What follows belongs to an exercise in optimizing a design on an open flow for small area and a short achievable clock period; a production flow would make more cautious choices. Only simulation tests tie the RTL to the original design; equivalence was not proved. In every run shown here, the design's own scripts or RTL, not TritonCTS, make the clock network. The clock port is modelled as an ideal driver, which makes a skipped or thinned clock tree look cheaper than it is; a real chip needs a root buffer or a tree.

[flow/design.v]
module encoder (
    input clk,
    input rst_n,
    input [31:0] data_in,
    output logic [31:0] data_out
);
    logic [7:0] cnt;              
    logic [7:0] cnt_nxt;
    logic [1:0] u, un;
    logic [5:0] v, vn;
    assign cnt_nxt = (cnt == 8'd254) ? 8'd0 : cnt + 8'd1;
    assign u = cnt[7:6];
    assign v = cnt[5:0];
    assign un = cnt_nxt[7:6];
    assign vn = cnt_nxt[5:0];
    always_ff @(posedge clk) begin
        if (!rst_n) cnt <= 8'd254;
        else cnt <= cnt_nxt;
    end
    logic acc;
    logic [7:0] cnt_nxt2;
    assign cnt_nxt2 = (cnt_nxt == 8'd254) ? 8'd0 : cnt_nxt + 8'd1;
    always_ff @(posedge clk) begin
        if (!rst_n) acc <= 1'b1;
        else acc <= (cnt_nxt2[5:0] < 6'd59) || (cnt_nxt2[5:0] == 6'd59 && cnt_nxt2[7:6] != 2'd3);
    end
    logic [3:0][7:0] enc;
    always_ff @(posedge clk) begin
        enc[3] <= data_in[31:24];
        if (acc) enc[2:0] <= data_in[23:0];
    end
    logic [7:0] el [0:3];
    logic [7:0] cat [0:7];        
    always_comb begin
        for (int s = 0; s < 4; s++) begin
            el[s] = enc[3 - s];
            cat[s] = enc[3 - s];
            cat[s + 4] = data_in[31 - 8 * s -: 8];
        end
    end
    logic [127:0] par;            
    logic [127:0] peff;
    logic [31:0] fb;              
    logic [127:0] mp;
    logic [127:0] pnew;
    logic [3:0][7:0] rot;
    logic [3:0][7:0] rot_d;
    logic ptop_n;
    always_comb begin
        ptop_n = (vn != 6'd0) && (vn <= 6'd59);
        for (int j = 0; j < 4; j++) begin
            rot_d[j] = cat[j + 3 - un];
            if ((j == 0 && vn == 6'd0) || vn > 6'd59) rot_d[j] = 8'd0;
            if (!ptop_n) rot_d[j] = rot_d[j] ^ pnew[8 * (15 - j) +: 8];
        end
    end
    always_ff @(posedge clk) begin
        rot <= rot_d;
    end
    logic first;
    always_ff @(posedge clk) begin
        if (!rst_n) first <= 1'b0;
        else first <= (vn == 6'd0);
    end
    assign peff[127:96] = par[127:96];
    assign peff[95:0] = first ? 96'd0 : par[95:0];
    always_comb begin
        for (int e = 0; e < 4; e++)
            fb[8 * e +: 8] = peff[8 * (12 + e) +: 8] ^ rot[3 - e];
        pnew = {peff[95:0], 32'd0} ^ mp;
    end
    logic [208:0] cx;
    assign cx[0] = fb[4] ^ fb[21];
    assign cx[1] = fb[20] ^ fb[31];
    assign cx[2] = fb[9] ^ fb[23];
    assign cx[3] = fb[6] ^ fb[8];
    assign cx[4] = fb[5] ^ fb[28];
    assign cx[5] = fb[0] ^ fb[18];
    assign cx[6] = fb[7] ^ fb[30];
    assign cx[7] = fb[3] ^ fb[11];
    assign cx[8] = fb[1] ^ fb[19];
    assign cx[9] = fb[16] ^ fb[24];
    assign cx[10] = fb[2] ^ fb[22];
    assign cx[11] = fb[15] ^ fb[25];
    assign cx[12] = fb[17] ^ fb[29];
    assign cx[13] = fb[10] ^ fb[13];
    assign cx[14] = fb[26] ^ fb[27];
    assign cx[15] = fb[14] ^ cx[3];
    assign cx[16] = fb[12] ^ cx[0];
    assign cx[17] = fb[16] ^ cx[2];
    assign cx[18] = fb[10] ^ cx[9];
    assign cx[19] = fb[3] ^ cx[6];
    assign cx[20] = fb[4] ^ fb[12];
    assign cx[21] = cx[1] ^ cx[8];
    assign cx[22] = fb[14] ^ fb[17];
    assign cx[23] = fb[5] ^ cx[13];
    assign cx[24] = cx[5] ^ cx[7];
    assign cx[25] = fb[25] ^ cx[10];
    assign cx[26] = fb[24] ^ cx[4];
    assign cx[27] = fb[8] ^ fb[22];
    assign cx[28] = fb[7] ^ fb[15];
    assign cx[29] = fb[6] ^ cx[1];
    assign cx[30] = fb[27] ^ fb[29];
    assign cx[31] = fb[18] ^ cx[12];
    assign cx[32] = fb[1] ^ cx[11];
    assign cx[33] = fb[13] ^ fb[30];
    assign cx[34] = fb[19] ^ cx[6];
    assign cx[35] = fb[2] ^ cx[2];
    assign cx[36] = fb[12] ^ fb[21];
    assign cx[37] = fb[26] ^ cx[15];
    assign cx[38] = fb[0] ^ fb[4];
    assign cx[39] = fb[9] ^ fb[16];
    assign cx[40] = fb[8] ^ fb[20];
    assign cx[41] = cx[0] ^ cx[4];
    assign cx[42] = cx[3] ^ cx[14];
    assign cx[43] = fb[23] ^ cx[9];
    assign cx[44] = fb[24] ^ cx[5];
    assign cx[45] = fb[28] ^ cx[10];
    assign cx[46] = fb[22] ^ cx[7];
    assign cx[47] = fb[31] ^ cx[8];
    assign cx[48] = fb[11] ^ fb[17];
    assign cx[49] = fb[1] ^ fb[31];
    assign cx[50] = cx[11] ^ cx[19];
    assign cx[51] = fb[19] ^ cx[1];
    assign cx[52] = fb[5] ^ fb[13];
    assign cx[53] = fb[2] ^ fb[9];
    assign cx[54] = fb[15] ^ cx[16];
    assign cx[55] = fb[20] ^ cx[13];
    assign cx[56] = cx[6] ^ cx[7];
    assign cx[57] = fb[3] ^ fb[26];
    assign cx[58] = fb[10] ^ cx[2];
    assign cx[59] = fb[23] ^ cx[18];
    assign cx[60] = fb[27] ^ cx[0];
    assign cx[61] = fb[7] ^ fb[28];
    assign cx[62] = fb[0] ^ cx[20];
    assign cx[63] = fb[18] ^ cx[7];
    assign cx[64] = cx[14] ^ cx[17];
    assign cx[65] = cx[4] ^ cx[16];
    assign cx[66] = fb[21] ^ cx[12];
    assign cx[67] = fb[29] ^ cx[14];
    assign cx[68] = fb[6] ^ cx[11];
    assign cx[69] = cx[4] ^ cx[5];
    assign cx[70] = fb[9] ^ cx[25];
    assign cx[71] = fb[29] ^ cx[37];
    assign cx[72] = fb[10] ^ cx[34];
    assign cx[73] = fb[7] ^ cx[32];
    assign cx[74] = fb[5] ^ fb[26];
    assign cx[75] = fb[25] ^ cx[12];
    assign cx[76] = fb[31] ^ cx[30];
    assign cx[77] = fb[22] ^ cx[5];
    assign cx[78] = cx[8] ^ cx[26];
    assign cx[79] = fb[20] ^ cx[15];
    assign cx[80] = fb[1] ^ fb[27];
    assign cx[81] = fb[27] ^ cx[9];
    assign cx[82] = fb[14] ^ cx[27];
    assign cx[83] = fb[25] ^ cx[13];
    assign cx[84] = fb[3] ^ cx[29];
    assign cx[85] = fb[29] ^ cx[3];
    assign cx[86] = cx[23] ^ cx[28];
    assign cx[87] = cx[0] ^ cx[44];
    assign cx[88] = fb[2] ^ fb[23];
    assign cx[89] = fb[30] ^ cx[22];
    assign cx[90] = fb[4] ^ cx[15];
    assign cx[91] = cx[1] ^ cx[22];
    assign cx[92] = fb[21] ^ cx[31];
    assign cx[93] = cx[2] ^ cx[20];
    assign cx[94] = cx[10] ^ cx[52];
    assign cx[95] = fb[13] ^ cx[61];
    assign cx[96] = fb[25] ^ cx[36];
    assign cx[97] = fb[28] ^ cx[21];
    assign cx[98] = fb[24] ^ cx[8];
    assign cx[99] = fb[13] ^ fb[17];
    assign cx[100] = fb[11] ^ cx[35];
    assign cx[101] = cx[9] ^ cx[41];
    assign cx[102] = cx[15] ^ cx[46];
    assign cx[103] = cx[1] ^ cx[27];
    assign cx[104] = fb[0] ^ cx[55];
    assign cx[105] = fb[8] ^ cx[21];
    assign cx[106] = fb[3] ^ cx[4];
    assign cx[107] = fb[21] ^ cx[58];
    assign cx[108] = fb[22] ^ cx[33];
    assign cx[109] = fb[7] ^ cx[11];
    assign cx[110] = cx[24] ^ cx[39];
    assign cx[111] = fb[26] ^ cx[5];
    assign cx[112] = fb[30] ^ cx[16];
    assign cx[113] = fb[19] ^ cx[50];
    assign cx[114] = fb[6] ^ fb[14];
    assign cx[115] = fb[10] ^ cx[28];
    assign cx[116] = cx[9] ^ cx[29];
    assign cx[117] = fb[2] ^ fb[30];
    assign cx[118] = cx[19] ^ cx[49];
    assign cx[119] = cx[23] ^ cx[32];
    assign cx[120] = fb[26] ^ cx[26];
    assign cx[121] = fb[5] ^ cx[12];
    assign cx[122] = fb[18] ^ cx[19];
    assign cx[123] = fb[11] ^ cx[39];
    assign cx[124] = cx[60] ^ cx[99];
    assign cx[125] = cx[8] ^ cx[25];
    assign cx[126] = fb[18] ^ cx[23];
    assign cx[127] = fb[24] ^ cx[10];
    assign cx[128] = fb[10] ^ cx[7];
    assign cx[129] = fb[1] ^ cx[104];
    assign cx[130] = cx[16] ^ cx[48];
    assign cx[131] = cx[24] ^ cx[34];
    assign cx[132] = fb[23] ^ cx[54];
    assign cx[133] = cx[13] ^ cx[26];
    assign cx[134] = cx[17] ^ cx[74];
    assign cx[135] = cx[5] ^ cx[43];
    assign cx[136] = fb[31] ^ cx[11];
    assign cx[137] = fb[28] ^ cx[38];
    assign cx[138] = fb[16] ^ fb[22];
    assign cx[139] = cx[69] ^ cx[80];
    assign cx[140] = fb[4] ^ cx[47];
    assign cx[141] = fb[31] ^ cx[73];
    assign cx[142] = cx[7] ^ cx[89];
    assign cx[143] = fb[14] ^ cx[14];
    assign cx[144] = fb[6] ^ fb[11];
    assign cx[145] = cx[15] ^ cx[33];
    assign cx[146] = fb[24] ^ fb[27];
    assign cx[147] = cx[53] ^ cx[92];
    assign cx[148] = cx[85] ^ cx[110];
    assign cx[149] = fb[20] ^ cx[131];
    assign cx[150] = cx[17] ^ cx[25];
    assign cx[151] = cx[30] ^ cx[35];
    assign cx[152] = cx[1] ^ cx[20];
    assign cx[153] = cx[10] ^ cx[43];
    assign cx[154] = fb[19] ^ cx[14];
    assign cx[155] = cx[36] ^ cx[98];
    assign cx[156] = fb[21] ^ cx[22];
    assign cx[157] = cx[12] ^ cx[18];
    assign cx[158] = cx[12] ^ cx[46];
    assign cx[159] = fb[1] ^ cx[13];
    assign cx[160] = cx[36] ^ cx[63];
    assign cx[161] = fb[8] ^ cx[14];
    assign cx[162] = fb[24] ^ cx[2];
    assign cx[163] = fb[30] ^ cx[58];
    assign cx[164] = fb[19] ^ cx[17];
    assign cx[165] = cx[51] ^ cx[81];
    assign cx[166] = cx[4] ^ cx[7];
    assign cx[167] = fb[29] ^ cx[42];
    assign cx[168] = cx[12] ^ cx[68];
    assign cx[169] = cx[6] ^ cx[23];
    assign cx[170] = cx[30] ^ cx[39];
    assign cx[171] = fb[0] ^ cx[16];
    assign cx[172] = fb[15] ^ cx[5];
    assign cx[173] = cx[11] ^ cx[103];
    assign cx[174] = fb[9] ^ cx[62];
    assign cx[175] = cx[28] ^ cx[59];
    assign cx[176] = fb[7] ^ cx[106];
    assign cx[177] = cx[2] ^ cx[45];
    assign cx[178] = cx[27] ^ cx[76];
    assign cx[179] = cx[38] ^ cx[56];
    assign cx[180] = fb[17] ^ cx[24];
    assign cx[181] = fb[21] ^ cx[24];
    assign cx[182] = cx[5] ^ cx[40];
    assign cx[183] = cx[6] ^ cx[94];
    assign cx[184] = cx[19] ^ cx[42];
    assign cx[185] = cx[8] ^ cx[101];
    assign cx[186] = fb[23] ^ cx[121];
    assign cx[187] = fb[1] ^ fb[17];
    assign cx[188] = cx[50] ^ cx[78];
    assign cx[189] = fb[28] ^ cx[75];
    assign cx[190] = fb[13] ^ cx[82];
    assign cx[191] = fb[16] ^ cx[111];
    assign cx[192] = cx[33] ^ cx[69];
    assign cx[193] = cx[4] ^ cx[20];
    assign cx[194] = cx[2] ^ cx[77];
    assign cx[195] = cx[93] ^ cx[169];
    assign cx[196] = cx[6] ^ cx[26];
    assign cx[197] = cx[12] ^ cx[65];
    assign cx[198] = cx[40] ^ cx[80];
    assign cx[199] = cx[18] ^ cx[41];
    assign cx[200] = cx[11] ^ cx[56];
    assign cx[201] = cx[18] ^ cx[61];
    assign cx[202] = cx[31] ^ cx[164];
    assign cx[203] = fb[19] ^ cx[18];
    assign cx[204] = fb[4] ^ cx[95];
    assign cx[205] = fb[8] ^ cx[53];
    assign cx[206] = cx[3] ^ cx[17];
    assign cx[207] = cx[29] ^ cx[66];
    assign cx[208] = cx[105] ^ cx[112];
    assign mp[0] = fb[14] ^ cx[69] ^ cx[117] ^ cx[165];
    assign mp[1] = fb[0] ^ fb[3] ^ cx[66] ^ cx[68] ^ cx[97];
    assign mp[2] = fb[0] ^ fb[7] ^ cx[47] ^ cx[67] ^ cx[82] ^ cx[101];
    assign mp[3] = fb[14] ^ cx[47] ^ cx[168] ^ cx[194];
    assign mp[4] = cx[4] ^ cx[49] ^ cx[143] ^ cx[175];
    assign mp[5] = fb[2] ^ fb[11] ^ fb[28] ^ cx[81] ^ cx[168];
    assign mp[6] = fb[12] ^ cx[19] ^ cx[189] ^ cx[191];
    assign mp[7] = cx[14] ^ cx[31] ^ cx[33] ^ cx[140];
    assign mp[8] = fb[12] ^ cx[86] ^ cx[102] ^ cx[165];
    assign mp[9] = cx[11] ^ cx[17] ^ cx[79] ^ cx[95] ^ cx[130];
    assign mp[10] = cx[110] ^ cx[154] ^ cx[207];
    assign mp[11] = fb[15] ^ cx[41] ^ cx[49] ^ cx[145] ^ cx[180];
    assign mp[12] = fb[2] ^ fb[4] ^ cx[40] ^ cx[63] ^ cx[159] ^ cx[170];
    assign mp[13] = fb[0] ^ cx[65] ^ cx[142] ^ cx[203] ^ cx[205];
    assign mp[14] = fb[9] ^ cx[3] ^ cx[31] ^ cx[46] ^ cx[119] ^ cx[152];
    assign mp[15] = fb[26] ^ cx[16] ^ cx[34] ^ cx[100] ^ cx[114] ^ cx[126];
    assign mp[16] = fb[31] ^ cx[5] ^ cx[9] ^ cx[42] ^ cx[48] ^ cx[70] ^ cx[204];
    assign mp[17] = fb[12] ^ fb[25] ^ cx[8] ^ cx[31] ^ cx[58] ^ cx[143] ^ cx[176];
    assign mp[18] = cx[12] ^ cx[39] ^ cx[72] ^ cx[173];
    assign mp[19] = fb[6] ^ fb[28] ^ cx[6] ^ cx[25] ^ cx[43] ^ cx[55] ^ cx[60];
    assign mp[20] = fb[3] ^ cx[52] ^ cx[87] ^ cx[114] ^ cx[151];
    assign mp[21] = fb[10] ^ fb[22] ^ cx[90] ^ cx[188];
    assign mp[22] = fb[29] ^ cx[38] ^ cx[74] ^ cx[100] ^ cx[109] ^ cx[116];
    assign mp[23] = fb[5] ^ cx[18] ^ cx[96] ^ cx[184] ^ cx[187];
    assign mp[24] = fb[13] ^ fb[14] ^ fb[20] ^ fb[23] ^ cx[25] ^ cx[160];
    assign mp[25] = fb[19] ^ fb[24] ^ cx[57] ^ cx[132] ^ cx[190];
    assign mp[26] = fb[5] ^ cx[24] ^ cx[54] ^ cx[146] ^ cx[205];
    assign mp[27] = fb[18] ^ cx[8] ^ cx[79] ^ cx[100] ^ cx[199];
    assign mp[28] = cx[15] ^ cx[86] ^ cx[202];
    assign mp[29] = fb[9] ^ cx[48] ^ cx[72] ^ cx[79] ^ cx[172];
    assign mp[30] = cx[5] ^ cx[21] ^ cx[36] ^ cx[115] ^ cx[123];
    assign mp[31] = cx[10] ^ cx[48] ^ cx[55] ^ cx[155];
    assign mp[32] = fb[3] ^ cx[60] ^ cx[182] ^ cx[201];
    assign mp[33] = fb[9] ^ fb[11] ^ cx[27] ^ cx[75] ^ cx[185];
    assign mp[34] = cx[150] ^ cx[184] ^ cx[197];
    assign mp[35] = cx[108] ^ cx[134] ^ cx[207];
    assign mp[36] = fb[22] ^ cx[43] ^ cx[84] ^ cx[89] ^ cx[137];
    assign mp[37] = cx[87] ^ cx[141] ^ cx[186];
    assign mp[38] = fb[16] ^ fb[18] ^ fb[30] ^ cx[3] ^ cx[74] ^ cx[125];
    assign mp[39] = fb[7] ^ fb[17] ^ cx[35] ^ cx[84] ^ cx[154];
    assign mp[40] = fb[27] ^ cx[2] ^ cx[21] ^ cx[28] ^ cx[62] ^ cx[166];
    assign mp[41] = fb[2] ^ cx[65] ^ cx[85] ^ cx[129];
    assign mp[42] = fb[0] ^ cx[30] ^ cx[45] ^ cx[51] ^ cx[132] ^ cx[145];
    assign mp[43] = fb[11] ^ fb[19] ^ cx[16] ^ cx[30] ^ cx[33] ^ cx[82];
    assign mp[44] = cx[8] ^ cx[81] ^ cx[179] ^ cx[190];
    assign mp[45] = fb[8] ^ cx[4] ^ cx[9] ^ cx[32] ^ cx[35] ^ cx[62] ^ cx[91];
    assign mp[46] = fb[6] ^ cx[57] ^ cx[119] ^ cx[147];
    assign mp[47] = cx[10] ^ cx[14] ^ cx[24] ^ cx[72] ^ cx[90];
    assign mp[48] = cx[56] ^ cx[59] ^ cx[65] ^ cx[178];
    assign mp[49] = fb[31] ^ cx[17] ^ cx[75] ^ cx[108] ^ cx[144] ^ cx[193];
    assign mp[50] = fb[18] ^ fb[28] ^ cx[0] ^ cx[9] ^ cx[14] ^ cx[99] ^ cx[102];
    assign mp[51] = fb[9] ^ cx[89] ^ cx[136] ^ cx[181] ^ cx[203];
    assign mp[52] = fb[23] ^ cx[14] ^ cx[66] ^ cx[182] ^ cx[188];
    assign mp[53] = fb[30] ^ cx[70] ^ cx[87] ^ cx[97] ^ cx[167];
    assign mp[54] = cx[4] ^ cx[19] ^ cx[25] ^ cx[67] ^ cx[105] ^ cx[107];
    assign mp[55] = cx[0] ^ cx[7] ^ cx[29] ^ cx[45] ^ cx[67] ^ cx[163];
    assign mp[56] = fb[11] ^ cx[13] ^ cx[103] ^ cx[112] ^ cx[135];
    assign mp[57] = fb[11] ^ fb[22] ^ cx[22] ^ cx[47] ^ cx[52] ^ cx[96] ^ cx[162];
    assign mp[58] = fb[11] ^ fb[24] ^ cx[0] ^ cx[37] ^ cx[117] ^ cx[136];
    assign mp[59] = cx[0] ^ cx[40] ^ cx[64] ^ cx[126] ^ cx[200];
    assign mp[60] = fb[17] ^ fb[19] ^ cx[64] ^ cx[79] ^ cx[192];
    assign mp[61] = fb[9] ^ fb[27] ^ cx[15] ^ cx[92] ^ cx[97] ^ cx[115];
    assign mp[62] = fb[15] ^ fb[18] ^ fb[21] ^ fb[29] ^ cx[40] ^ cx[45] ^ cx[72] ^ cx[123];
    assign mp[63] = cx[36] ^ cx[51] ^ cx[158] ^ cx[163];
    assign mp[64] = cx[61] ^ cx[63] ^ cx[150] ^ cx[156] ^ cx[198];
    assign mp[65] = fb[10] ^ cx[45] ^ cx[54] ^ cx[57] ^ cx[202];
    assign mp[66] = fb[14] ^ fb[29] ^ cx[6] ^ cx[53] ^ cx[83] ^ cx[185];
    assign mp[67] = cx[49] ^ cx[107] ^ cx[167] ^ cx[172] ^ cx[196];
    assign mp[68] = fb[14] ^ fb[19] ^ fb[30] ^ cx[59] ^ cx[84] ^ cx[92];
    assign mp[69] = cx[34] ^ cx[48] ^ cx[87] ^ cx[173];
    assign mp[70] = cx[21] ^ cx[77] ^ cx[96] ^ cx[134];
    assign mp[71] = fb[17] ^ fb[21] ^ cx[8] ^ cx[42] ^ cx[104] ^ cx[153];
    assign mp[72] = fb[17] ^ cx[98] ^ cx[102] ^ cx[109] ^ cx[171];
    assign mp[73] = fb[20] ^ fb[26] ^ cx[44] ^ cx[73] ^ cx[93] ^ cx[94];
    assign mp[74] = fb[23] ^ cx[20] ^ cx[48] ^ cx[86] ^ cx[127] ^ cx[161];
    assign mp[75] = cx[28] ^ cx[78] ^ cx[124] ^ cx[194];
    assign mp[76] = cx[24] ^ cx[40] ^ cx[88] ^ cx[115] ^ cx[197];
    assign mp[77] = fb[5] ^ cx[8] ^ cx[16] ^ cx[108] ^ cx[148];
    assign mp[78] = fb[6] ^ cx[10] ^ cx[21] ^ cx[22] ^ cx[195];
    assign mp[79] = fb[2] ^ fb[14] ^ cx[29] ^ cx[43] ^ cx[86] ^ cx[181];
    assign mp[80] = fb[2] ^ cx[64] ^ cx[113] ^ cx[193];
    assign mp[81] = cx[12] ^ cx[14] ^ cx[38] ^ cx[84] ^ cx[133];
    assign mp[82] = fb[15] ^ cx[24] ^ cx[35] ^ cx[71] ^ cx[155];
    assign mp[83] = fb[23] ^ cx[27] ^ cx[120] ^ cx[129];
    assign mp[84] = fb[0] ^ cx[54] ^ cx[56] ^ cx[71] ^ cx[78];
    assign mp[85] = cx[30] ^ cx[32] ^ cx[116] ^ cx[174] ^ cx[183];
    assign mp[86] = fb[0] ^ fb[6] ^ cx[83] ^ cx[88] ^ cx[118] ^ cx[120] ^ cx[156];
    assign mp[87] = cx[63] ^ cx[67] ^ cx[90] ^ cx[127] ^ cx[141];
    assign mp[88] = fb[21] ^ cx[1] ^ cx[10] ^ cx[37] ^ cx[59] ^ cx[106];
    assign mp[89] = cx[60] ^ cx[109] ^ cx[158] ^ cx[206];
    assign mp[90] = cx[16] ^ cx[22] ^ cx[53] ^ cx[116] ^ cx[122];
    assign mp[91] = fb[19] ^ fb[20] ^ cx[22] ^ cx[68] ^ cx[88] ^ cx[191] ^ cx[204];
    assign mp[92] = fb[6] ^ fb[27] ^ cx[31] ^ cx[45] ^ cx[47] ^ cx[175];
    assign mp[93] = cx[88] ^ cx[149] ^ cx[189];
    assign mp[94] = fb[29] ^ cx[44] ^ cx[57] ^ cx[208];
    assign mp[95] = fb[5] ^ cx[21] ^ cx[33] ^ cx[60] ^ cx[70];
    assign mp[96] = fb[13] ^ fb[22] ^ cx[37] ^ cx[174] ^ cx[196];
    assign mp[97] = fb[0] ^ cx[15] ^ cx[23] ^ cx[73] ^ cx[76] ^ cx[162];
    assign mp[98] = fb[11] ^ fb[16] ^ cx[10] ^ cx[62] ^ cx[119];
    assign mp[99] = cx[177] ^ cx[179] ^ cx[187];
    assign mp[100] = cx[13] ^ cx[44] ^ cx[71] ^ cx[118] ^ cx[177];
    assign mp[101] = fb[10] ^ fb[14] ^ cx[140] ^ cx[151] ^ cx[200];
    assign mp[102] = fb[15] ^ cx[117] ^ cx[120] ^ cx[128] ^ cx[152];
    assign mp[103] = fb[25] ^ cx[3] ^ cx[7] ^ cx[16] ^ cx[52] ^ cx[76];
    assign mp[104] = cx[70] ^ cx[149] ^ cx[157];
    assign mp[105] = fb[25] ^ fb[26] ^ cx[59] ^ cx[180] ^ cx[208];
    assign mp[106] = fb[16] ^ cx[23] ^ cx[67] ^ cx[118] ^ cx[171];
    assign mp[107] = fb[18] ^ cx[21] ^ cx[83] ^ cx[90] ^ cx[170] ^ cx[176];
    assign mp[108] = fb[14] ^ fb[18] ^ cx[41] ^ cx[57] ^ cx[68] ^ cx[138];
    assign mp[109] = fb[19] ^ cx[28] ^ cx[38] ^ cx[42] ^ cx[138] ^ cx[186];
    assign mp[110] = fb[17] ^ fb[20] ^ cx[6] ^ cx[139] ^ cx[206];
    assign mp[111] = cx[3] ^ cx[47] ^ cx[147] ^ cx[201];
    assign mp[112] = cx[9] ^ cx[34] ^ cx[46] ^ cx[71] ^ cx[83] ^ cx[93];
    assign mp[113] = fb[11] ^ cx[11] ^ cx[91] ^ cx[161] ^ cx[195];
    assign mp[114] = cx[41] ^ cx[113] ^ cx[135] ^ cx[178];
    assign mp[115] = fb[7] ^ fb[12] ^ cx[91] ^ cx[159] ^ cx[166];
    assign mp[116] = fb[8] ^ cx[10] ^ cx[107] ^ cx[111] ^ cx[113];
    assign mp[117] = cx[21] ^ cx[27] ^ cx[38] ^ cx[64] ^ cx[128];
    assign mp[118] = fb[10] ^ cx[26] ^ cx[35] ^ cx[130] ^ cx[198];
    assign mp[119] = cx[70] ^ cx[85] ^ cx[133] ^ cx[160];
    assign mp[120] = fb[2] ^ cx[17] ^ cx[50] ^ cx[51] ^ cx[124];
    assign mp[121] = cx[57] ^ cx[77] ^ cx[91] ^ cx[199];
    assign mp[122] = fb[1] ^ cx[1] ^ cx[148] ^ cx[183];
    assign mp[123] = fb[12] ^ cx[32] ^ cx[55] ^ cx[114] ^ cx[146];
    assign mp[124] = cx[51] ^ cx[64] ^ cx[137] ^ cx[142];
    assign mp[125] = cx[1] ^ cx[54] ^ cx[139] ^ cx[157];
    assign mp[126] = cx[66] ^ cx[125] ^ cx[144] ^ cx[192];
    assign mp[127] = fb[12] ^ cx[21] ^ cx[71] ^ cx[122] ^ cx[153];
    always_ff @(posedge clk) begin
        par <= pnew;
    end
    logic [3:0] msg;
    logic [7:0] tw [0:19];
    logic [31:0] dnext;
    always_comb begin
        for (int i = 0; i < 4; i++) tw[i] = par[8 * (15 - i) +: 8];
        for (int i = 0; i < 16; i++) tw[i + 4] = pnew[8 * (15 - i) +: 8];
        for (int s = 0; s < 4; s++) begin
            msg[s] = (v <= 6'd58) || (v == 6'd59 && s < 3 - u) || (v == 6'd63 && s >= 3 - u);
            dnext[31 - 8 * s -: 8] = msg[s] ? el[s] : tw[s + u + 1];
        end
    end
    always_ff @(posedge clk) begin
        data_out <= dnext;
    end
endmodule
[flow/flow/run.sh]
#!/bin/bash
# Standard layout, except: the synthesis maps with flow/abc_speed.script,
# the clock tree is flow/ctree.tcl's two-level tree, the ports get plain
# buffers, timing repair aims below the period, and the wire capacitance
# the placement-stage timing estimates use is scaled up by 1.3 (closer to
# the extracted values).
set -euo pipefail
rm -rf scripts_local
cp -r "$FLOW_HOME/scripts" scripts_local
cp flow/abc_speed.script scripts_local/abc_speed.script
sed -i 's|^log_cmd clock_tree_synthesis .*|source $::env(CTREE_TCL)|' scripts_local/cts.tcl
grep -q CTREE_TCL scripts_local/cts.tcl
python3 - "$FLOW_HOME/platforms/sky130hd/setRC.tcl" 1.3 > setRC_scaled.tcl <<'PY'
import re, sys
s = open(sys.argv[1]).read()
k = float(sys.argv[2])
print(re.sub(r'-capacitance ([0-9.Ee+-]+)', lambda m: '-capacitance %g' % (float(m.group(1)) * k), s))
PY
export LAYER_PARASITICS_FILE=$PWD/setRC_scaled.tcl
export CTREE_TCL=$PWD/flow/ctree.tcl
export CTREE_LEAF=20
export SCRIPTS_DIR=$PWD/scripts_local
export BUFFER_PORTS_ARGS="-buffer_cell sky130_fd_sc_hd__buf_2"
export SETUP_SLACK_MARGIN=10.4
bash standard.sh > standard.log 2>&1
[flow/flow/abc_speed.script]
strash
dch -f
&get -n
&nf -R 1000 -p
&put
topo
stime -c
[flow/flow/ctree.tcl]
# Two-level clock tree in place of clock_tree_synthesis: the clock port drives
# one buffer per quadrant of the clock sinks, and each of those drives the
# leaf buffers of its quadrant (at most CTREE_LEAF sinks per leaf).
set ct_block [ord::get_db_block]
set ct_dbu [$ct_block getDbUnitsPerMicron]
set ct_buf sky130_fd_sc_hd__clkbuf_16
set ct_leaf [expr {[info exists ::env(CTREE_LEAF)] ? $::env(CTREE_LEAF) : 20}]

proc ct_centroid {pts} {
  set sx 0.0; set sy 0.0
  foreach p $pts { set sx [expr {$sx + [lindex $p 1]}]; set sy [expr {$sy + [lindex $p 2]}] }
  set n [llength $pts]
  return [list [expr {$sx / $n}] [expr {$sy / $n}]]
}
# split {pin x y} items into k near-equal parts along x (idx 1) or y (idx 2)
proc ct_split {pts k idx} {
  set s [lsort -real -index $idx $pts]
  set n [llength $s]
  set out {}
  for {set i 0} {$i < $k} {incr i} {
    lappend out [lrange $s [expr {($n * $i) / $k}] [expr {($n * ($i + 1)) / $k - 1}]]
  }
  return $out
}
proc ct_span {pts idx} {
  set l [lsort -real -index $idx $pts]
  return [expr {[lindex $l end $idx] - [lindex $l 0 $idx]}]
}
proc ct_um {v} { return [expr {$v / double($::ct_dbu)}] }

set ct_sinks {}
foreach p [get_pins -of_objects [get_nets clk]] {
  lassign [[sta::sta_to_db_pin $p] getAvgXY] ok x y
  lappend ct_sinks [list $p $x $y]
}
puts "ctree: [llength $ct_sinks] clock sinks"

set ct_quads {}
foreach half [ct_split $ct_sinks 2 1] {
  foreach q [ct_split $half 2 2] { lappend ct_quads $q }
}
set qi 0
foreach q $ct_quads {
  set nleaf [expr {int(ceil([llength $q] / double($ct_leaf)))}]
  set idx [expr {[ct_span $q 1] > [ct_span $q 2] ? 1 : 2}]
  set leafxy {}
  set li 0
  foreach g [ct_split $q $nleaf $idx] {
    set pins {}
    foreach p $g { lappend pins [lindex $p 0] }
    lassign [ct_centroid $g] cx cy
    set bname "ctree_leaf_${qi}_${li}"
    insert_buffer -buffer_cell $ct_buf -net clk -load_pins $pins \
      -location [list [ct_um $cx] [ct_um $cy]] \
      -buffer_name $bname -net_name "ctree_net_leaf_${qi}_${li}"
    lappend leafxy [list x $cx $cy]
    incr li
  }
  # insert_buffer adds a number to the names: find this quadrant's leaves
  set leafpins {}
  foreach p [get_pins -of_objects [get_nets clk]] {
    if {[string match "ctree_leaf_${qi}_*" [get_full_name $p]]} { lappend leafpins $p }
  }
  lassign [ct_centroid $leafxy] cx cy
  insert_buffer -buffer_cell $ct_buf -net clk -load_pins $leafpins \
    -location [list [ct_um $cx] [ct_um $cy]] \
    -buffer_name "ctree_q_${qi}" -net_name "ctree_net_q_${qi}"
  incr qi
}
foreach net [$ct_block getNets] {
  if {[string match ctree_net_* [$net getName]]} { $net setSigType CLOCK }
}
[$ct_block findNet clk] setSigType CLOCK
set_propagated_clock [all_clocks]
puts "ctree: clock port drives [llength [get_pins -of_objects [get_nets clk]]] pins"
[flow/standard.sh]
#!/bin/bash
# synth_recipe.tcl (not shown) runs the flow's synth.tcl, then flattens the netlist and writes it again
# the make line also repeats each setting of config.mk as NAME=value (left out here)
make -C /OpenROAD-flow-scripts/flow DESIGN_CONFIG=/design/flow/config.mk WORK_HOME=/design/flow/orfs CLKGATE_MAP_FILE= SYNTH_SCRIPT=/design/flow/synth_recipe.tcl "${@:-finish}"
[flow/config.mk]
export PLATFORM = sky130hd
export DESIGN_NAME = encoder
export DESIGN_NICKNAME = encoder
export VERILOG_FILES = /design/flow/design.v
export SDC_FILE = /design/flow/constraint.sdc
export NUM_CORES = 8
export LEC_CHECK = 0
export CAP_MARGIN = 20
export CORE_MARGIN = 2
export CORE_UTILIZATION = 65
export SLEW_MARGIN = 20
[flow/constraint.sdc]
create_clock -name core_clock -period 14.0 [get_ports {clk}]
set_input_delay 2.8000 -clock core_clock [delete_from_list [all_inputs] [get_ports {clk}]]
set_output_delay 2.8000 -clock core_clock [all_outputs]
set_load 0.01 [all_outputs]
==> results of run 1 <==
==> sequential cells by signal, indices dropped and copies added, names as in the netlist <==
register  count
data_out     32
par         128
enc          32
first         1
acc           1
rot          32
cnt           8
==> repair_timing <==
item	CTS	global route
setup endpoints to repair	66	69
pin swaps	0	4
gates cloned	0	0
gates resized for setup	40	52
setup buffers	0	8
hold endpoints to repair	0	0
hold buffers	0	0
==> cell type report, without the clock buffers <==
class | count | area (um2)
Multi-Input combinational cell | 1349 | 11300
Sequential cell | 234 | 4930
Inverter | 4 | 15.0
Fill cell | 1628 | 5170
Tap cell | 319 | 399
Timing Repair Buffer | 161 | 1080
==> metal layers <==
metal	vias up	GRT usage	share of wire
li1	5509	-	-
met3	272	0.0827	0.13
met5	-	0	0
met2	1078	0.703	0.43
met1	6018	0.579	0.36
met4	0	0.305	0.086
==> kinds of logic (layout without fill, tap and decap cells) <==
logic type,after synthesis,count (layout),synth area share
XOR/XNOR,883,883,0.504
AND/OR/NAND/NOR,315,315,0.0971
flip-flops,234,234,0.320
AO/OA/AOI/OAI,140,140,0.0689
multiplexers,6,6,0.00440
adder cells (fa/ha/maj),5,5,0.00407
buffers and inverters,4,181,0.000977
==> per-stage QoR <==
step / worst slack, ps / cells / cell area, um2
after global placement: 9580 / 2059 / 17000
final: 10430 / 2083 / 18200
after floorplan: 10410 / 1587 / 15500
after CTS: 10400 / 2075 / 17700
after global routing: 10280 / 2083 / 18200
after detailed placement: 9780 / 2059 / 17000
==> cells in the final DEF, fill, tap and decap left out, drive strengths merged, types with 3 or more instances in the layout <==
| master | synthesis | layout |
|---|---|---|
| ha | 5 | 5 |
| o2111ai | 4 | 4 |
| dfxtp | 210 | 210 |
| a21oi | 37 | 37 |
| o21ai | 11 | 11 |
| xnor2 | 692 | 692 |
| nor2 | 78 | 78 |
| nand2b | 42 | 42 |
| xor2 | 190 | 190 |
| nor2b | 59 | 59 |
| nand2 | 111 | 111 |
| mux2 | 6 | 6 |
| a31oi | 7 | 7 |
| edfxtp | 24 | 24 |
| a222oi | 29 | 29 |
| a221o | 7 | 7 |
| and2 | 3 | 3 |
| a221oi | 29 | 29 |
| nand3 | 9 | 9 |
| a22oi | 11 | 11 |
| clkinv | 4 | 4 |
| buf | 0 | 161 |
| clkbuf | 0 | 16 |
==> path summary, 6_finish.rpt <==
| check | from | end | cells past startpoint |
|---|---|---|---|
| setup reg to reg | par[98] | data_out[15] | 12 |
| hold reg to reg | enc[25] | data_out[25] | 1 |
| setup / recovery | data_out[16] | data_out[16] | 1 |
| hold / removal | enc[25] | data_out[25] | 1 |
==> flow_summary.ini, run 1 <==
[yosys]
syn_area_um2 = 15400
synth_most_common_cell = xnor2_1
synth_edf_count = 24
yosysWarnings = 4
async_flop_share = 0
synth.top_cell.area_share = 0.394
syn_inst = 1587
synth_area_leaders = xnor2_1, dfxtp_1, xor2_1, edfxtp_1, nand2_1
synthFlopType = dfxtp_1
syn_area_per_cell_um2 = 9.68
ys_top_cells_by_count = xnor2_1, dfxtp_1, xor2_1, nand2_1, nor2_1
synth-seq-cells = 234
synth.net_count = 1626
yosys.area.top_type = xnor2_1
ys_types = 34
ys_seq_area_frac = 0.320

[die]
die_w_um = 158
die_area_um2 = 24900
initial_utilization = 0.659
row_count = 56
core_area_um2 = 23300
ios = 66
die_h_um = 158

[setup_path]
critPathBufInv = 1
critPathLaunchType = register
slowest_delay_ps = 350
crit_path_top_delay_cell = dfxtp_1
arrival_ps = 770
crit_chain = buf_2
rrSetupSlack_ps = 10580
cp_top_family = flip-flops
worstSetupPathType = reg2out
worstPathRequired_ps = 11200
crit_fanout = 1
cp-end-kind = output port

[clock_network]
clkLatencyLatePin_ps = 330
clkTransAtPathRegs_ps = 80

[routing]
antenna_left = 0
num_vias = 12900
wl_per_cell_um = 27.3
via_per_inst = 6.18
drc = 0
totalWireLength_um = 56800
drtPass1Iterations = 7
initialDrtViolationCount = 1783

[sta]
maxClockFrequency_ghz = 0.280
rsz0062_at_grt = yes
setup_viol = 0
slew_violations = 0
fin_crit_ps = 3570
hold_viol = 0
worstMarginPinSlew_ps = 952
fin_skew_ps = 42.6
slew_headroom = 0.363
fin_crit_sh = 0.255
tns_ps = 0
timing.hold.ws_ps = 478

[job]
max-cap-violations = 0

[layout]
drive_gt1_frac = 0.162
final_core_util = 0.779
diodes = 0
area_growth_pct = 18.2
fin_nets = 1805

[global_route]
antenna_found_initial = 1
grt_max_degree = 60
grt_use_total = 0.454
grt_first_pass_wirelength_um = 82300
grt_overflow = 0
grt_pass1_vias = 12500

[min_path]
hold_path.class = reg2reg

[placement]
io_buffer_count = 65
gp_congestion = 1.09
dpl.hpwl_um = 41500

[run_status]
run_status = complete, no violations
==> run 2, diff against run 1 <==
--- a/flow/flow/run.sh
+++ b/flow/flow/run.sh
@@ -23,3 +23,3 @@
 export BUFFER_PORTS_ARGS="-buffer_cell sky130_fd_sc_hd__buf_2"
-export SETUP_SLACK_MARGIN=10.4
+export SETUP_SLACK_MARGIN=10.2
 bash standard.sh > standard.log 2>&1
==> flow_summary.ini, run 2 <==
[sta]
maxClockFrequency_ghz = 0.278
hold_viol = 0
slew_headroom = 0.320
timing.hold.ws_ps = 485
rsz0062_at_grt = yes
setup_viol = 0
tns_ps = 0
fin_skew_ps = 37.6
fin_crit_sh = 0.257
slew_violations = 0
worstMarginPinSlew_ps = 1020
layout_setup_ws_ps = 10400
fin_crit_ps = 3600

[routing]
wl_met1_um = 20400
drtPass1Iterations = 9
wl_met3_um = 6570
top_layer_used = met4
drc = 0
wl_met2_um = 24300
num_vias = 12700
wl_per_cell_um = 26.8
initialDrtViolationCount = 1712
via_per_inst = 6.14
totalWireLength_um = 55600
antenna_left = 0

[yosys]
ys_seq_area_frac = 0.320
synth_area_leaders = xnor2_1, dfxtp_1, xor2_1, edfxtp_1, nand2_1
syn_inst = 1587
syn_area_per_cell_um2 = 9.68
ys_types = 34
synth.top_cell.area_share = 0.394
yosys.area.top_type = xnor2_1
synth-seq-cells = 234
yosysWarnings = 4
async_flop_share = 0
ys_top_cells_by_count = xnor2_1, dfxtp_1, xor2_1, nand2_1, nor2_1
syn_area_um2 = 15400
synth_most_common_cell = xnor2_1
synth_edf_count = 24
synthFlopType = dfxtp_1
synth.net_count = 1626

[placement]
dpl.hpwl_um = 41400
placed_area_um2 = 16900
dp_cells = 2056
post-place-ws_ps = 9760
gp_congestion = 1.09
io_buffer_count = 65

[clock_network]
cts-hold-fix-buffers = 0
clkTransAtPathRegs_ps = 80
clkLatencyLatePin_ps = 320

[die]
ios = 66
die_area_um2 = 24900
die_h_um = 158
core_area_um2 = 23300
initial_utilization = 0.659
die_w_um = 158
row_count = 56

[global_route]
antenna_found_initial = 0
grt_use_total = 0.444
grt_max_degree = 50
grt_first_pass_wirelength_um = 80400
grt_pass1_vias = 12600
grt_overflow = 0

[layout]
diodes = 0
n_fill_cell = 1750
final_common_cell = xnor2_1
top_register = par
area_growth_pct = 15.2
final_cell_mix = xnor2_1, dfxtp_1, xor2_1, nand2_1, buf_4
fin_nets = 1796
fin_area_um2 = 17700
final_core_util = 0.759
final_cell_count_no_fill = 2074
drive_gt1_frac = 0.135
largest_reg_flops = 128

[setup_path]
slowest_delay_ps = 360
critPathLaunchType = register
critPathBufInv = 1
worstSetupPathType = reg2out
cp-end-kind = output port
crit_path_top_delay_cell = dfxtp_1
cp_top_family = flip-flops
crit_chain = buf_2
arrival_ps = 800
crit_fanout = 1
worstPathRequired_ps = 11200

[min_path]
hold_path.class = reg2reg

[run_status]
run_status = complete, no violations

[job]
max-cap-violations = 0
[run 2: cell counts after synthesis]
Identical to the previous run, type by type.
[run 2: worst paths after layout]
| path | startpoint | to | slack [ps] | cells after the start |
|---|---|---|---|---|
| max | data_out[4] | data_out[4] | 10400 | 1 |
| min | enc[25] | data_out[25] | 480 | 1 |
| max reg2reg | par[112] | data_out[1] | 10490 | 11 |
| min reg2reg | enc[25] | data_out[25] | 480 | 1 |
[run 2: cell families after synthesis]
family,Yosys count,synth area share
buf+inv,4,0.000977
compound gates,140,0.0689
flops,234,0.320
simple gates,315,0.0971
xor+xnor,883,0.504
mux,6,0.00440
fa+ha+maj,5,0.00407
[run 2: layout make-up, without the clock buffers]
type                       count  area [um2]  area share
multi-input combinational   1349       11000       0.620
sequential                   234        4930       0.278
timing repair buffer         152         978      0.0553
tap                          319         399      0.0225
inverter                       4        15.0    0.000848
[run 2: repair_timing]
item                       4_1_cts  5_1_grt
setup endpoints to repair       56       50
gates resized for setup         14       32
pin swaps                        0        1
buffers inserted                 0        2
[run 2: per-layer routing]
layer  up-vias  global-route usage
li1       5503                   -
met1      5988               0.551
met2       972               0.700
met3       266              0.0914
met4         0               0.292
met5         -                   0
==> run 3, diff against run 2 <==
--- a/flow/config.mk
+++ b/flow/config.mk
@@ -9,3 +9,3 @@
 export CORE_MARGIN = 2
-export CORE_UTILIZATION = 65
+export CORE_UTILIZATION = 72
 export SLEW_MARGIN = 20
==> flow_summary.ini, run 3 <==
[sta]
slew_headroom = 0.280
fin_skew_ps = 20.3
fin_crit_ps = 3650
hold_viol = 0
setup_viol = 0
fin_crit_sh = 0.261
slew_violations = 0
maxClockFrequency_ghz = 0.274
tns_ps = 0
worstMarginPinSlew_ps = 1080
timing.hold.ws_ps = 498
rsz0062_at_grt = yes

[clock_network]
clkLatencyLatePin_ps = 310
cts-hold-fix-buffers = 0
clkTransAtPathRegs_ps = 90

[yosys]
synth-seq-cells = 234
yosys.area.top_type = xnor2_1
async_flop_share = 0
syn_area_per_cell_um2 = 9.68
syn_inst = 1587
synthFlopType = dfxtp_1
synth_edf_count = 24
ys_seq_area_frac = 0.320
synth_area_leaders = xnor2_1, dfxtp_1, xor2_1, edfxtp_1, nand2_1
synth_most_common_cell = xnor2_1
yosysWarnings = 4
synth.top_cell.area_share = 0.394
ys_types = 34
syn_area_um2 = 15400
synth.net_count = 1626
ys_top_cells_by_count = xnor2_1, dfxtp_1, xor2_1, nand2_1, nor2_1

[setup_path]
crit_path_top_delay_cell = dfxtp_1
crit_chain = buf_2
worstPathRequired_ps = 11200
worstSetupPathType = reg2out
critPathBufInv = 1
cp_top_family = flip-flops
crit_fanout = 1
arrival_ps = 850
slowest_delay_ps = 400
critPathLaunchType = register
cp-end-kind = output port

[global_route]
grt_max_degree = 68
grt_first_pass_wirelength_um = 82100
antenna_found_initial = 0
grt_use_total = 0.494
grt_pass1_vias = 13100
grt_overflow = 0

[routing]
via_per_inst = 6.60
drc = 0
top_layer_used = met4
initialDrtViolationCount = 2264
totalWireLength_um = 56600
drtPass1Iterations = 8
wl_per_cell_um = 27.7
antenna_left = 0
wl_met3_um = 8820
wl_met1_um = 20000
num_vias = 13500
wl_met2_um = 23400

[layout]
largest_reg_flops = 128
area_growth_pct = 14.7
final_common_cell = xnor2_1
fin_area_um2 = 17600
drive_gt1_frac = 0.134
n_fill_cell = 1229
final_cell_mix = xnor2_1, dfxtp_1, xor2_1, nand2_1, buf_4
final_core_util = 0.841
diodes = 0
top_register = par
final_cell_count_no_fill = 2041
fin_nets = 1807

[die]
die_w_um = 150
die_area_um2 = 22500
ios = 66
die_h_um = 150
row_count = 53
core_area_um2 = 21000
initial_utilization = 0.733

[placement]
io_buffer_count = 65
gp_congestion = 1.17
dp_cells = 2021
dpl.hpwl_um = 41600
placed_area_um2 = 16900

[run_status]
run_status = complete, no violations

[job]
max-cap-violations = 0

[min_path]
hold_path.class = reg2reg
[run 3: cell counts after synthesis]
Identical to the previous run, type by type.
[run 3: stage by stage]
step	setup slack, ps
floorplan	10210
global placement	9230
detailed placement	9850
CTS	10050
global route	10110
finish	10350
[run 3: worst paths after layout]
kind | from | to | slack (ps) | cells after the start
setup / recovery | data_out[16] | data_out[16] | 10350 | 1
setup reg to reg | par[105] | data_out[4] | 10450 | 11
hold / removal | enc[25] | data_out[25] | 500 | 1
hold reg to reg | enc[25] | data_out[25] | 500 | 1
[run 3: what timing repair did]
item,CTS,global route
gates resized for setup,11,27
pin swaps,0,1
setup endpoints to repair,34,33
buffers inserted,0,4
[run 3: layout make-up, without the clock buffers]
cell class,instances,area [um2],share of cell area
Timing Repair Buffer,163,1070,0.0606
Multi-Input combinational cell,1349,10900,0.617
Inverter,4,15.0,0.000852
Sequential cell,234,4930,0.279
Tap cell,275,344,0.0195
[run 3: cells by family (layout without fill, tap and decap cells)]
family / Yosys count / in the layout / synth area share
XOR/XNOR: 883 / 883 / 0.504
AO/OA/AOI/OAI: 140 / 140 / 0.0689
buffers and inverters: 4 / 183 / 0.000977
adder cells (fa/ha/maj): 5 / 5 / 0.00407
multiplexers: 6 / 6 / 0.00440
AND/OR/NAND/NOR: 315 / 315 / 0.0971
flip-flops: 234 / 234 / 0.320
[run 3: routing by layer]
metal	vias up	track usage
met4	0	0.262
met3	357	0.132
met1	6312	0.648
met2	1291	0.746
li1	5519	-
met5	-	0
==> run 4, diff against run 3 <==
--- a/flow/config.mk
+++ b/flow/config.mk
@@ -9,3 +9,3 @@
 export CORE_MARGIN = 2
-export CORE_UTILIZATION = 72
+export CORE_UTILIZATION = 78
 export SLEW_MARGIN = 20
==> flow_summary.ini, run 4 <==
[yosys]
ys_types = 34
synth_area_leaders = xnor2_1, dfxtp_1, xor2_1, edfxtp_1, nand2_1
syn_area_per_cell_um2 = 9.68
ys_top_cells_by_count = xnor2_1, dfxtp_1, xor2_1, nand2_1, nor2_1
yosys.area.top_type = xnor2_1
synth-seq-cells = 234
synthFlopType = dfxtp_1
synth_edf_count = 24
syn_inst = 1587
ys_seq_area_frac = 0.320
yosysWarnings = 4
async_flop_share = 0
synth.top_cell.area_share = 0.394
synth_most_common_cell = xnor2_1
syn_area_um2 = 15400
synth.net_count = 1626

[layout]
seq_area_um2 = 4930
fin_nets = 1798
n_fill_cell = 829
final_cell_mix = xnor2_1, dfxtp_1, xor2_1, nand2_1, buf_4
final_common_cell = xnor2_1
area_growth_pct = 14.7
multiInputGateArea_um2 = 10900
top_register = par
largest_reg_flops = 128
drive_gt1_frac = 0.131

[min_path]
hold_path.class = reg2reg
hold_depth = 1
min_to = data_out[28]
hold_path.startpoint = enc[28]

[run_status]
run_status = complete, no violations

[clock_network]
cts-hold-fix-buffers = 0
clkTransAtPathRegs_ps = 90
clkLatencyLatePin_ps = 310

[sta]
maxClockFrequency_ghz = 0.251
slew_violations = 0
slew_headroom = 0.304
tns_ps = 0
hold_viol = 0
fin_skew_ps = 19.9
layout_setup_ws_ps = 10010
rsz0062_at_grt = yes
setup_viol = 0
worstMarginPinSlew_ps = 1040
fin_crit_sh = 0.285
fin_crit_ps = 3990

[routing]
totalWireLength_um = 60100
antenna_left = 0
drtPass1Iterations = 12
initialDrtViolationCount = 2778
num_vias = 14200
drc = 0
wl_per_cell_um = 29.7
via_per_inst = 7.02

[setup_path]
reg2reg_depth = 11
worstSetupPathType = reg2reg
arrival_ps = 4170
rrSetupSlack_ps = 10010
r2r_end = data_out[11]
worstPathRequired_ps = 14180
critPathLaunchType = register
cp-end-kind = register
r2r-start = par[101]
crit_fanout = 9

[placement]
dpl.hpwl_um = 39300
io_buffer_count = 65
post-place-ws_ps = 9900
gp_congestion = 1.21

[die]
die_w_um = 144
ios = 66
row_count = 51
die_h_um = 144
initial_utilization = 0.792
core_area_um2 = 19400
die_area_um2 = 20800

[job]
max-cap-violations = 0

[global_route]
grt_use_total = 0.540
grt_first_pass_wirelength_um = 82400
antenna_found_initial = 1
grt_pass1_vias = 13200
grt_max_degree = 59
grt_overflow = 0
[run 4: cell counts after synthesis]
No cell type changed its count.
[run 4: what timing repair did]
action                     in CTS  in global routing
setup endpoints to repair      73                 55
pin swaps                       0                  3
gates resized for setup        18                 31
setup buffers                   0                  9
[run 4: metal layers]
metal,vias to the layer above,global-route usage,routed length [um]
met4,2,0.334,6060
met2,1610,0.784,23600
li1,5509,-,-
met3,588,0.232,10800
met1,6499,0.659,19600
met5,-,0,78
[run 4: logic make-up after synthesis]
kind of cell	Yosys count	synth area share
buf+inv	4	0.000977
xor+xnor	883	0.504
simple gates	315	0.0971
fa+ha+maj	5	0.00407
mux	6	0.00440
compound gates	140	0.0689
flops	234	0.320
[run 4: final cells by class, without the clock buffers]
class	instances	share of cell area
Inverter	4	0.000852
Tap cell	265	0.0188
Timing Repair Buffer	154	0.0573
Sequential cell	234	0.280
Antenna cell	1	0.000142
Multi-Input combinational cell	1349	0.621
[run 4: critical path: stages (launching register included)]
cell      delay [ps]
dfxtp_1          390
xor2_1           200
buf_4            240
xor2_1           100
buf_4            230
xnor2_1          760
xnor2_1          260
xnor2_1          800
xnor2_1          200
xnor2_1          240
a221oi_1         350
nor2_1            90
[run 4: how the worst max path moves through the flow]
stage	startpoint	endpoint	cells after the start
global placement	rot[17]	data_out[4]	10
floorplan	par[114]	data_out[2]	9
detailed placement	rot[13]	data_out[13]	9
global route	par[124]	data_out[11]	11
CTS	par[117]	data_out[9]	9
finish	par[101]	data_out[11]	11
[run 4: stage by stage]
stage	util	hold slack, ps	std cells	cell area [um2]
final	0.908	499	2023	17600
after CTS	0.890	507	2012	17300
after global routing	0.908	520	2022	17600
after detailed placement	0.862	468	1996	16700
after global placement	0.862	468	1996	16700
after floorplan	-	429	1587	15400
==> run 5, diff against run 4 <==
--- a/flow/config.mk
+++ b/flow/config.mk
@@ -7,5 +7,5 @@
 export LEC_CHECK = 0
-export CAP_MARGIN = 20
+export CAP_MARGIN = 5
 export CORE_MARGIN = 2
-export CORE_UTILIZATION = 78
-export SLEW_MARGIN = 20
+export CORE_UTILIZATION = 65
+export SLEW_MARGIN = 5
==> flow_summary.ini, run 5 <==
[global_route]
grt_max_degree = 50
antenna_found_initial = 0
grt_overflow = 0
grt_first_pass_wirelength_um = 80900
grt_pass1_vias = 12600
grt_use_total = 0.446

[routing]
antenna_left = 0
wl_met3_um = 6780
top_layer_used = met4
wl_met1_um = 20100
drtPass1Iterations = 10
initialDrtViolationCount = 1815
via_per_inst = 6.18
wl_per_cell_um = 26.9
drc = 0
totalWireLength_um = 55900
wl_met2_um = 24700
num_vias = 12800

[sta]
maxClockFrequency_ghz = 0.278
hold_viol = 0
fin_crit_sh = 0.257
tns_ps = 0
rsz0062_at_grt = yes
slew_violations = 0
worstMarginPinSlew_ps = 1170
setup_viol = 0
slew_headroom = 0.214
timing.hold.ws_ps = 481
fin_crit_ps = 3590
fin_skew_ps = 41.2
layout_setup_ws_ps = 10410

[layout]
final_core_util = 0.762
fin_area_um2 = 17800
largest_reg_flops = 128
drive_gt1_frac = 0.138
final_cell_count_no_fill = 2078
multiInputGateArea_um2 = 11000
seq_area_um2 = 4930
final_common_cell = xnor2_1
area_growth_pct = 15.6
fin_nets = 1800
n_fill_cell = 1665
top_register = par
final_cell_mix = xnor2_1, dfxtp_1, xor2_1, nand2_1, buf_4
diodes = 0

[setup_path]
slowest_delay_ps = 360
crit_chain = buf_2
critPathBufInv = 1
path_depth = 1
crit_path_top_delay_cell = dfxtp_1
arrival_ps = 790
crit_fanout = 1
worstPathRequired_ps = 11200
worstSetupPathType = reg2out
reg2reg_depth = 10
critPathLaunchType = register
cp-end-kind = output port
cp_top_family = flip-flops

[placement]
dp_cells = 2056
dpl.hpwl_um = 41400
gp_congestion = 1.09
post-place-ws_ps = 9830
io_buffer_count = 65
placed_area_um2 = 16900

[job]
max-cap-violations = 0

[yosys]
synth_edf_count = 24
synthFlopType = dfxtp_1
synth_most_common_cell = xnor2_1
async_flop_share = 0
syn_area_um2 = 15400
ys_top_cells_by_count = xnor2_1, dfxtp_1, xor2_1, nand2_1, nor2_1
synth_area_leaders = xnor2_1, dfxtp_1, xor2_1, edfxtp_1, nand2_1
yosys.area.top_type = xnor2_1
ys_seq_area_frac = 0.320
ys_types = 34
synth-seq-cells = 234
yosysWarnings = 4
syn_inst = 1587
syn_area_per_cell_um2 = 9.68
synth.net_count = 1626
synth.top_cell.area_share = 0.394

[die]
die_w_um = 158
die_h_um = 158
core_area_um2 = 23300
die_area_um2 = 24900
row_count = 56
ios = 66
initial_utilization = 0.659

[clock_network]
cts-hold-fix-buffers = 0
clkLatencyLatePin_ps = 330
clkTransAtPathRegs_ps = 80

[min_path]
hold_path.class = reg2reg
hold_depth = 2

[run_status]
run_status = complete, no violations
[run 5: area by class of cell, without the clock buffers]
cell class,instances,share of cell area
timing repair buffer,156,0.0575
tap,319,0.0225
inverter,4,0.000845
multi-input combinational,1349,0.620
sequential,234,0.277
[run 5: cells by family (layout without fill, tap and decap cells)]
| family | after synthesis | in the layout | share of synthesized area |
|---|---|---|---|
| XOR/XNOR | 883 | 883 | 0.504 |
| AND/OR/NAND/NOR | 315 | 315 | 0.0971 |
| flip-flops | 234 | 234 | 0.320 |
| AO/OA/AOI/OAI | 140 | 140 | 0.0689 |
| multiplexers | 6 | 6 | 0.00440 |
| adder cells (fa/ha/maj) | 5 | 5 | 0.00407 |
| buffers and inverters | 4 | 176 | 0.000977 |
[run 5: repair_timing]
action,4_1_cts,5_1_grt
pin swaps,0,1
endpoints found under the setup margin,57,50
buffers inserted,0,6
gates resized for setup,18,37
[run 5: worst paths after layout]
path | startpoint | to | slack (ps)
setup reg to reg | rot[7] | data_out[9] | 10470
hold / removal | enc[29] | data_out[29] | 480
hold reg to reg | enc[29] | data_out[29] | 480
setup / recovery | data_out[4] | data_out[4] | 10410
[run 5: worst register-to-register path, stage by stage (launching register included)]
cell	delay [ps]
dfxtp_1	360
xnor2_4	540
xor2_1	340
buf_4	330
xor2_2	400
xor2_1	140
xnor2_1	270
xnor2_1	250
a221o_1	410
a221oi_1	320
nor2_1	70
[run 5: metal layers]
layer | track usage | vias up
met5 | 0 | -
met4 | 0.279 | 0
met3 | 0.0871 | 265
met2 | 0.706 | 1005
met1 | 0.560 | 6045
li1 | - | 5520
==> run 6, diff against run 5 <==
--- a/flow/flow/run.sh
+++ b/flow/flow/run.sh
@@ -21,2 +21,4 @@
 export CTREE_LEAF=20
+export CTREE_BUF_LEAF=sky130_fd_sc_hd__clkbuf_16
+export CTREE_BUF_TOP=sky130_fd_sc_hd__clkbuf_16
 export SCRIPTS_DIR=$PWD/scripts_local
==> flow/flow/abc_speed.script (replaced) <==
strash
&get -n
&dch -f
&nf -R 1000 -p
&put
topo
stime -c
--- a/flow/flow/ctree.tcl
+++ b/flow/flow/ctree.tcl
@@ -5,3 +5,4 @@
 set ct_dbu [$ct_block getDbUnitsPerMicron]
-set ct_buf sky130_fd_sc_hd__clkbuf_16
+set ct_buf_leaf [expr {[info exists ::env(CTREE_BUF_LEAF)] ? $::env(CTREE_BUF_LEAF) : "sky130_fd_sc_hd__clkbuf_16"}]
+set ct_buf_top [expr {[info exists ::env(CTREE_BUF_TOP)] ? $::env(CTREE_BUF_TOP) : "sky130_fd_sc_hd__clkbuf_16"}]
 set ct_leaf [expr {[info exists ::env(CTREE_LEAF)] ? $::env(CTREE_LEAF) : 20}]
@@ -52,3 +53,3 @@
     set bname "ctree_leaf_${qi}_${li}"
-    insert_buffer -buffer_cell $ct_buf -net clk -load_pins $pins \
+    insert_buffer -buffer_cell $ct_buf_leaf -net clk -load_pins $pins \
       -location [list [ct_um $cx] [ct_um $cy]] \
@@ -63,4 +64,5 @@
   }
+  if {$li == 1} { incr qi; continue }
   lassign [ct_centroid $leafxy] cx cy
-  insert_buffer -buffer_cell $ct_buf -net clk -load_pins $leafpins \
+  insert_buffer -buffer_cell $ct_buf_top -net clk -load_pins $leafpins \
     -location [list [ct_um $cx] [ct_um $cy]] \
--- a/flow/config.mk
+++ b/flow/config.mk
@@ -7,5 +7,5 @@
 export LEC_CHECK = 0
-export CAP_MARGIN = 5
+export CAP_MARGIN = 20
 export CORE_MARGIN = 2
 export CORE_UTILIZATION = 65
-export SLEW_MARGIN = 5
+export SLEW_MARGIN = 20
==> flow_summary.ini, run 6 <==
[sta]
setup_viol = 0
worstMarginPinSlew_ps = 995
fin_skew_ps = 27.3
slew_headroom = 0.334
slew_violations = 0
maxClockFrequency_ghz = 0.277
fin_crit_sh = 0.258
tns_ps = 0
hold_viol = 0
rsz0062_at_grt = yes
fin_crit_ps = 3610

[clock_network]
cts-hold-fix-buffers = 0
clkLatencyLatePin_ps = 320
clkTransAtPathRegs_ps = 80

[min_path]
hold_path.class = reg2reg
min_to = rot[3]
hold_depth = 2
hold_path.startpoint = enc[27]

[yosys]
yosysWarnings = 4
ys_types = 29
async_flop_share = 0
synth_edf_count = 24
synth.top_cell.area_share = 0.388
syn_area_per_cell_um2 = 9.79
ys_top_cells_by_count = xnor2_1, dfxtp_1, xor2_1, nand2_1
syn_area_um2 = 15200
ys_seq_area_frac = 0.324
synth_area_leaders = xnor2_1, dfxtp_1, xor2_1, edfxtp_1, a222oi_1
syn_inst = 1555
synth-seq-cells = 234
synth_most_common_cell = xnor2_1
synthFlopType = dfxtp_1
synth.net_count = 1594
yosys.area.top_type = xnor2_1

[setup_path]
cp_top_family = flip-flops
crit_chain = buf_2
crit_fanout = 1
critPathBufInv = 1
critPathLaunchType = register
slowest_delay_ps = 370
crit_path_top_delay_cell = dfxtp_1
rrSetupSlack_ps = 10420
path_depth = 1
arrival_ps = 810
worstSetupPathType = reg2out
r2r-start = par[113]
r2r_end = data_out[20]
worstPathRequired_ps = 11200
reg2reg_depth = 10
cp-end-kind = output port

[job]
max-cap-violations = 0

[global_route]
grt_first_pass_wirelength_um = 79500
grt_max_degree = 54
grt_pass1_vias = 12300
grt_overflow = 0
antenna_found_initial = 0
grt_use_total = 0.443

[die]
die_area_um2 = 24700
ios = 66
initial_utilization = 0.666
row_count = 55
die_w_um = 157
die_h_um = 157
core_area_um2 = 22800

[run_status]
run_status = complete, no violations

[layout]
largest_reg_flops = 128
drive_gt1_frac = 0.146
top_register = par
final_core_util = 0.778
fin_nets = 1777
final_common_cell = xnor2_1
final_cell_mix = xnor2_1, dfxtp_1, xor2_1, buf_4, nand2_1
area_growth_pct = 16.8
diodes = 0
final_cell_count_no_fill = 2049

[placement]
gp_congestion = 1.09
io_buffer_count = 65
dpl.hpwl_um = 40500
dp_cells = 2019

[routing]
totalWireLength_um = 55200
antenna_left = 0
drc = 0
num_vias = 12800
initialDrtViolationCount = 2321
drtPass1Iterations = 9
wl_per_cell_um = 26.9
via_per_inst = 6.24
## run 6: cell count changes after synthesis, moves of 14 or more
| cell | previous run | this run |
|---|---|---|
| xnor2_1 | 692 | 675 |
| a222oi_1 | 29 | 44 |
| a221oi_1 | 29 | 3 |
| xor2_1 | 190 | 204 |
| a31oi_1 | 7 | 37 |
| nand2_1 | 111 | 81 |
| nor2_1 | 78 | 60 |
## run 6: worst register-to-register path: cells and delay by family, from the launching register on
kind / cells / cell delay (ps)
AO/OA/AOI/OAI: 2 / 600
buffers and inverters: 2 / 660
flip-flops: 1 / 360
XOR/XNOR: 6 / 1820
## run 6: cells by family (layout without fill, tap and decap cells)
family | Yosys count | count (layout) | synth area share
xor+xnor | 880 | 880 | 0.507
simple gates | 263 | 263 | 0.0844
flops | 234 | 234 | 0.324
compound gates | 165 | 165 | 0.0787
buf+inv | 8 | 189 | 0.00197
fa+ha+maj | 5 | 5 | 0.00411
## run 6: through the flow
step / setup WS, ps / instance area [um2] / hold slack, ps
after floorplan: 10170 / 15300 / 452
after global placement: 9520 / 16800 / 463
after detailed placement: 9540 / 16800 / 468
after CTS: 10200 / 17400 / 486
after global routing: 10100 / 17800 / 514
final: 10390 / 17800 / 482
## run 6: cell type report, without the clock buffers
class,instances,area (um2)
sequential,234,4930
tap,313,392
timing repair buffer,165,1090
inverter,8,30.0
multi-input combinational,1313,10900
fill,1618,5060
## run 6: how the worst max path moves through the flow
| stage | start | endpoint | slack [ps] |
|---|---|---|---|
| 6_report | data_out[11] | data_out[11] | 10390 |
| 5_1_grt | par[113] | data_out[20] | 10100 |
| 4_1_cts | par[107] | data_out[9] | 10200 |
| 3_5_place_dp | par[100] | data_out[9] | 9540 |
| 3_3_place_gp | par[102] | data_out[4] | 9520 |
| 2_1_floorplan | par[99] | data_out[9] | 10170 |
## run 6: per-layer routing
layer,vias up,wire length [um],global-route usage
met4,0,3720,0.208
met2,1053,23200,0.675
met1,6040,20900,0.599
met3,237,7370,0.0997
met5,-,0,0
li1,5457,-,-
## run 6: what timing repair did
item,CTS,global route
endpoints found under the setup margin,71,37
pin swaps,3,5
setup buffers,3,11
resized for setup,26,37

-- what the ideal ports hide --
The flow's constraints put no driver on any port. The routed layouts listed below were extracted and timed again, unchanged, in two steps.
Step 1 assumes that a clkbuf_16 drives the clock port and a buf_2 every other input.
Step 2 moves the port delays by t, midway between the first and last clock arrival at a register: inputs arrive t later, outputs are due t later. That takes back most of the time a late clock gives input paths.
Three values: ideal, step 1, step 2; two values: the first two.
| run | shift t [ns] | setup WS [ns] | worst register clock-pin slew, ns |
|---|---|---|---|
| run 1 | 0.413 | 10.427 / 10.318 / 10.204 | 0.11 / 0.11 |
| run 2 | 0.420 | 10.403 / 10.289 / 10.291 | 0.10 / 0.10 |
| run 3 | 0.422 | 10.348 / 10.227 / 10.208 | 0.09 / 0.09 |
| run 4 | 0.430 | 10.012 / 10.012 / 10.012 | 0.10 / 0.10 |
| run 5 | 0.419 | 10.408 / 10.294 / 10.297 | 0.10 / 0.10 |
| run 6 | 0.419 | 10.389 / 10.272 / 10.299 | 0.10 / 0.10 |
After both steps every run listed still meets setup and hold. The setup slack of run 1, which loses most, moves by -0.109 ns with the drivers and by -0.223 ns with both steps.
